What follows belongs to an exercise in optimizing a design on an open flow for small area and few clock cycles per item; a production flow would make more cautious choices.
In this exercise RTL edits were held to simulation tests only and were not proved equivalent to the original.
Power and IR drop assume default switching activity.

==> inputs of run X <==
Design RSA_TOP, start of the top module:
module RSA_TOP (
    clk, rst_n, in_valid,
    in_p, in_q, in_e, in_c,
    out_valid, out_m
);
==> flow/config.mk <==
export PLATFORM = sky130hd
export DESIGN_NAME = RSA_TOP
export DESIGN_NICKNAME = RSA_TOP
export VERILOG_FILES = /design/flow/design.v
export SDC_FILE = /design/flow/constraint.sdc
export NUM_CORES = 4
export LEC_CHECK = 0
export ABC_AREA = 1
export CAP_MARGIN = 20
export CORE_MARGIN = 2
export CORE_UTILIZATION = 75
export CTS_BUF_LIST = sky130_fd_sc_hd__clkbuf_4
export SLEW_MARGIN = 20
==> flow/constraint.sdc <==
create_clock -name core_clock -period 90.0 [get_ports {clk}]
set_input_delay 18.0000 -clock core_clock [delete_from_list [all_inputs] [get_ports {clk}]]
set_output_delay 18.0000 -clock core_clock [all_outputs]
set_load 0.01 [all_outputs]
standard.sh (not shown) runs the stock make flow with config.mk's settings and CLKGATE_MAP_FILE= SYNTH_SCRIPT=/design/flow/synth_recipe.tcl, a recipe that flattens the netlist after the stock synthesis.
==> flow/flow/run.sh <==
#!/bin/bash
# Layout flow: the standard ORFS flow (standard.sh), with these changes:
#  - synthesis maps with an area-oriented ABC script (flow/abc_area.script)
#    instead of ORFS's delay-oriented one; everything else in synthesis,
#    including the register mapping and naming, is the standard synthesis;
#  - yosys's full/half-adder extraction is skipped (ADDER_MAP_FILE empty), so
#    ABC maps all of the logic;
#  - port buffers use sky130_fd_sc_hd__buf_1.
# ORFS's scripts are copied unchanged into ./scripts_local except for
# abc_area.script. Each tool's output goes to the ORFS logs under orfs/logs;
# make's own output goes to ./flow_make.log.
set -euo pipefail
W=$(pwd)
rm -rf "$W/scripts_local"
cp -r "$FLOW_HOME/scripts" "$W/scripts_local"
chmod -R u+w "$W/scripts_local"
cp "$W/flow/abc_area.script" "$W/scripts_local/abc_area.script"
bash "$W/standard.sh" "SCRIPTS_DIR=$W/scripts_local" "ADDER_MAP_FILE=" \
  "BUFFER_PORTS_ARGS=-buffer_cell sky130_fd_sc_hd__buf_1" finish > "$W/flow_make.log" 2>&1
==> flow/flow/abc_area.script <==
strash
ifraig
dch -f
amap
strash
ifraig
dch -f
amap -F 300 -A 300 -E 0
topo
==> run E (differences from run X) <==
==> flow/flow/abc_area.script (replaced) <==
strash
dch
amap -F 300 -A 300 -E 0
strash
dch
amap -F 300 -A 300 -E 0
topo
==> summary.txt <==
Run status
  – Run status: timing/DRC/antenna clean

Placed design
  – Dpl ws: ~42,000 ps

Final layout
  – Area added between synthesis and finish: 8.101%
  – Total area of multi-input combinational cells: 0.002340 sq mm
  – Sequential portion of the cell area: 0.08219

Power
  – Sequential share of power: 0.062

STA
  – Final period demand of the worst path: between 40,000 and 50,000 ps

Synth
  – Compound-cell area share of the yosys netlist: 0.5209
[end of results for run X]
==> summary.txt <==
Run status
  – Run status: timing/DRC/antenna clean

Power
  – Sequential share of power: 0.071

Final layout
  – Sequential portion of the cell area: 0.08306
  – Area added between synthesis and finish: 8.194%

STA
  – Final period demand of the worst path: approximately 49,000 ps
  – Smallest hold slack: about 530 ps

Placed design
  – Dpl ws: between 40,000 and 50,000 ps

Setup path
  – Startpoint of the worst register-to-register path: cnt[1]

Routing
  – Number of iterations in the first detailed-routing pass: 5

Synth
  – Compound-cell area share of the yosys netlist: 0.5264
[end of results for run E]
Testbench counts of run X, summed over its fixed seeds: cycles 2,560, items 2,560.
Testbench counts of run E, summed over its fixed seeds: cycles 2,560, items 2,560.

========
==> try-zinc: inputs <==
RSA_TOP, a different RTL version from the one above (not shown whole).
Settings: LEC_CHECK=0, ABC_AREA=1, CAP_MARGIN=20, CORE_MARGIN=2, CORE_UTILIZATION=60, SLEW_MARGIN=20; clock period 90.0 ns.
run.sh (not shown) runs the stock make flow with config.mk's settings and CLKGATE_MAP_FILE= SYNTH_SCRIPT=/design/flow/synth_recipe.tcl, a recipe that flattens the netlist after the stock synthesis.
Stock flow here: none of the scripts above is used.
==> try-harbor (differences from try-zinc) <==
==> flow/flow/run.sh (new file) <==
#!/bin/bash
# Layout flow: the standard ORFS flow (standard.sh), with two changes:
#  - synthesis maps with an area-oriented ABC script (flow/abc_area.script)
#    instead of ORFS's delay-oriented one; everything else in synthesis,
#    including the register mapping and naming, is the standard synthesis;
#  - port buffers use sky130_fd_sc_hd__buf_1.
# ORFS's scripts are copied unchanged into ./scripts_local except for
# abc_area.script. Each tool's output goes to the ORFS logs under orfs/logs;
# make's own output goes to ./flow_make.log.
set -euo pipefail
W=$(pwd)
rm -rf "$W/scripts_local"
cp -r "$FLOW_HOME/scripts" "$W/scripts_local"
chmod -R u+w "$W/scripts_local"
cp "$W/flow/abc_area.script" "$W/scripts_local/abc_area.script"
bash "$W/standard.sh" "SCRIPTS_DIR=$W/scripts_local" \
  "BUFFER_PORTS_ARGS=-buffer_cell sky130_fd_sc_hd__buf_1" finish > "$W/flow_make.log" 2>&1
==> flow/flow/abc_area.script (new file) <==
strash
dch -f
amap
topo
==> flow/standard.sh (new file) <==
#!/bin/bash
# synth_recipe.tcl (not shown) runs the flow's synth.tcl, then flattens the netlist and writes it again
# the make line also repeats each setting of config.mk as NAME=value (left out here)
make -C /OpenROAD-flow-scripts/flow DESIGN_CONFIG=/design/flow/config.mk WORK_HOME=/design/flow/orfs CLKGATE_MAP_FILE= SYNTH_SCRIPT=/design/flow/synth_recipe.tcl "${@:-finish}"
--- a/flow/config.mk
+++ b/flow/config.mk
@@ -8,5 +8,5 @@
 export ABC_AREA = 1
 export CAP_MARGIN = 20
 export CORE_MARGIN = 2
-export CORE_UTILIZATION = 60
+export CORE_UTILIZATION = 65
 export SLEW_MARGIN = 20
removed: flow/run.sh
==> notes <==
Against try-zinc, the combinational power of try-harbor is lower by about 20%. Flip-flop and latch count is the same in try-zinc and try-harbor. Clock skew: try-harbor is higher than try-zinc (0.0049 ns). Utilization: try-zinc is lower than try-harbor (4.9 points). In try-zinc the maximum frequency is higher than in try-harbor, by about 8%. In sequential power, try-zinc and try-harbor hardly differ. Against try-harbor, the sequential share of layout area of try-zinc is lower by 1.3 points. Critical path depth: try-harbor is higher than try-zinc (6). Cell count: try-harbor is lower than try-zinc (23%). In clock-buffer cell count, try-harbor and try-zinc do not differ.
==> figures <==
metric                                                                                              try-harbor                 try-zinc
Result of the run                                                                      complete, no violations  complete, no violations
Buffers excl. clock                                                                                         36                       33
Max_slew headroom                                                                                        0.326                    0.534
Pin count of the biggest net entering global routing                                                        21                       17
Clock skew after layout                                                                             0.00666 ns               0.00173 ns
Hold Path Cell Cnt                                                                                           1                        2
First-pass GRT wire length                                                                             17.2 mm                  19.1 mm
Post-Synthesis Cells                                                                                       564                      752
Pin slew with the least headroom to its limit                                                         0.986 ns                 0.692 ns
Initial core utilization                                                                                 0.677                    0.617
Number of standard cells in the final layout excluding fillers                                             674                      877
Flip-flop and latch share of the layout cell area                                                       0.0681                   0.0549
DR iter-0 viols                                                                                            354                      284
Clock network fraction of total power                                                                    0.055                    0.050
Part of the total power dissipated in sequential elements                                                0.063                    0.053
Clock-pin slew reported for the worst setup and hold paths after clock tree synthesis                  0.05 ns                  0.06 ns
Core Rows                                                                                                   26                       30
Area overhead of the layout relative to synthesis                                                        8.36%                    10.9%
Fraction of layout cells with a size suffix above 1                                                     0.0116                    0.101
Ratio of final minimum period to clock period                                                            0.553                    0.513
Width of the chip                                                                                      76.9 um                  87.6 um
Signal inverters                                                                                            86                      121
Testbench counts of try-zinc, summed over its fixed seeds: cycles 2,560, items 2,560.
Testbench counts of try-harbor, summed over its fixed seeds: cycles 2,560, items 2,560.

========
==> run a: inputs <==
RSA_TOP again, from the RTL that the note above started with.
export LEC_CHECK = 0
export ABC_AREA = 1
export CAP_MARGIN = 20
export CORE_MARGIN = 2
export CORE_UTILIZATION = 75
export CTS_BUF_LIST = sky130_fd_sc_hd__clkbuf_4
export SLEW_MARGIN = 20
create_clock -name core_clock -period 90.0 [get_ports {clk}]
standard.sh (not shown) runs the stock make flow with config.mk's settings and CLKGATE_MAP_FILE= SYNTH_SCRIPT=/design/flow/synth_recipe.tcl, a recipe that flattens the netlist after the stock synthesis.
==> flow/flow/run.sh <==
#!/bin/bash
# Layout flow: the standard ORFS flow (standard.sh), with two changes:
#  - synthesis maps with an area-oriented ABC script (flow/abc_area.script)
#    instead of ORFS's delay-oriented one; everything else in synthesis,
#    including the register mapping and naming, is the standard synthesis;
#  - yosys's full/half-adder extraction is skipped (ADDER_MAP_FILE empty), so
#    ABC maps all of the logic;
#  - port buffers use sky130_fd_sc_hd__buf_1.
# ORFS's scripts are copied unchanged into ./scripts_local except for
# abc_area.script. Each tool's output goes to the ORFS logs under orfs/logs;
# make's own output goes to ./flow_make.log.
set -euo pipefail
W=$(pwd)
rm -rf "$W/scripts_local"
cp -r "$FLOW_HOME/scripts" "$W/scripts_local"
chmod -R u+w "$W/scripts_local"
cp "$W/flow/abc_area.script" "$W/scripts_local/abc_area.script"
bash "$W/standard.sh" "SCRIPTS_DIR=$W/scripts_local" "ADDER_MAP_FILE=" \
  "BUFFER_PORTS_ARGS=-buffer_cell sky130_fd_sc_hd__buf_1" finish > "$W/flow_make.log" 2>&1
==> flow/flow/abc_area.script <==
strash
ifraig
dch -f
amap -F 100 -A 100
topo
==> run b: changes against run a <==
--- a/flow/flow/run.sh
+++ b/flow/flow/run.sh
@@ -1,3 +1,3 @@
 #!/bin/bash
-# Layout flow: the standard ORFS flow (standard.sh), with two changes:
+# Layout flow: the standard ORFS flow (standard.sh), with these changes:
 #  - synthesis maps with an area-oriented ABC script (flow/abc_area.script)
==> notes.md <==
In core utilization, run b and run a do not differ. In die area, run a and run b do not differ. In clock skew, run b and run a do not differ. In final area, run b and run a do not differ. In cell count, run b and run a do not differ. In hold slack, run a and run b do not differ. In combinational power, run b and run a hardly differ. Fmax is the same in run b and run a. Sequential share of layout area is the same in run b and run a.
Testbench counts of run a, summed over its fixed seeds: cycles 2,560, items 2,560.
Testbench counts of run b, summed over its fixed seeds: cycles 2,560, items 2,560.

port drivers added, routing unchanged:
In the flow no input, the clock included, has a driving cell. The finished layouts below were timed again as built, in two steps.
Step 1, drivers: a clkbuf_16 drives clk and a buf_2 each remaining input, both assumed.
Step 2, shift: input delay + t, output delay - t, t = (earliest + latest rising clock arrival at the registers) / 2. This alone moves slack from input paths to output paths.
Three values: ideal, step 1, step 2; two values: the first two.
run | t (ns) | setup slack, ns | slew at the worst register clock pin (ns) | worst slew at a driven data input, ns
run X | 0.293 | 41.533 / 41.510 / 41.510 | 0.08 / 0.08 | 0.04
run E | 0.310 | 41.357 / 41.335 / 41.335 | 0.08 / 0.08 | 0.04
try-zinc | 0.272 | 43.805 / 43.781 / 43.781 | 0.06 / 0.06 | 0.03
try-harbor | 0.256 | 40.190 / 40.162 / 40.162 | 0.05 / 0.05 | 0.03
run a | 0.291 | 39.896 / 39.869 / 39.869 | 0.08 / 0.08 | 0.03
run b | 0.291 | 39.896 / 39.869 / 39.869 | 0.08 / 0.08 | 0.03
After both steps setup and hold are still met in every run listed. For try-harbor, which loses most, drivers alone change the setup slack by -0.028 ns; drivers and shift together by -0.028 ns.
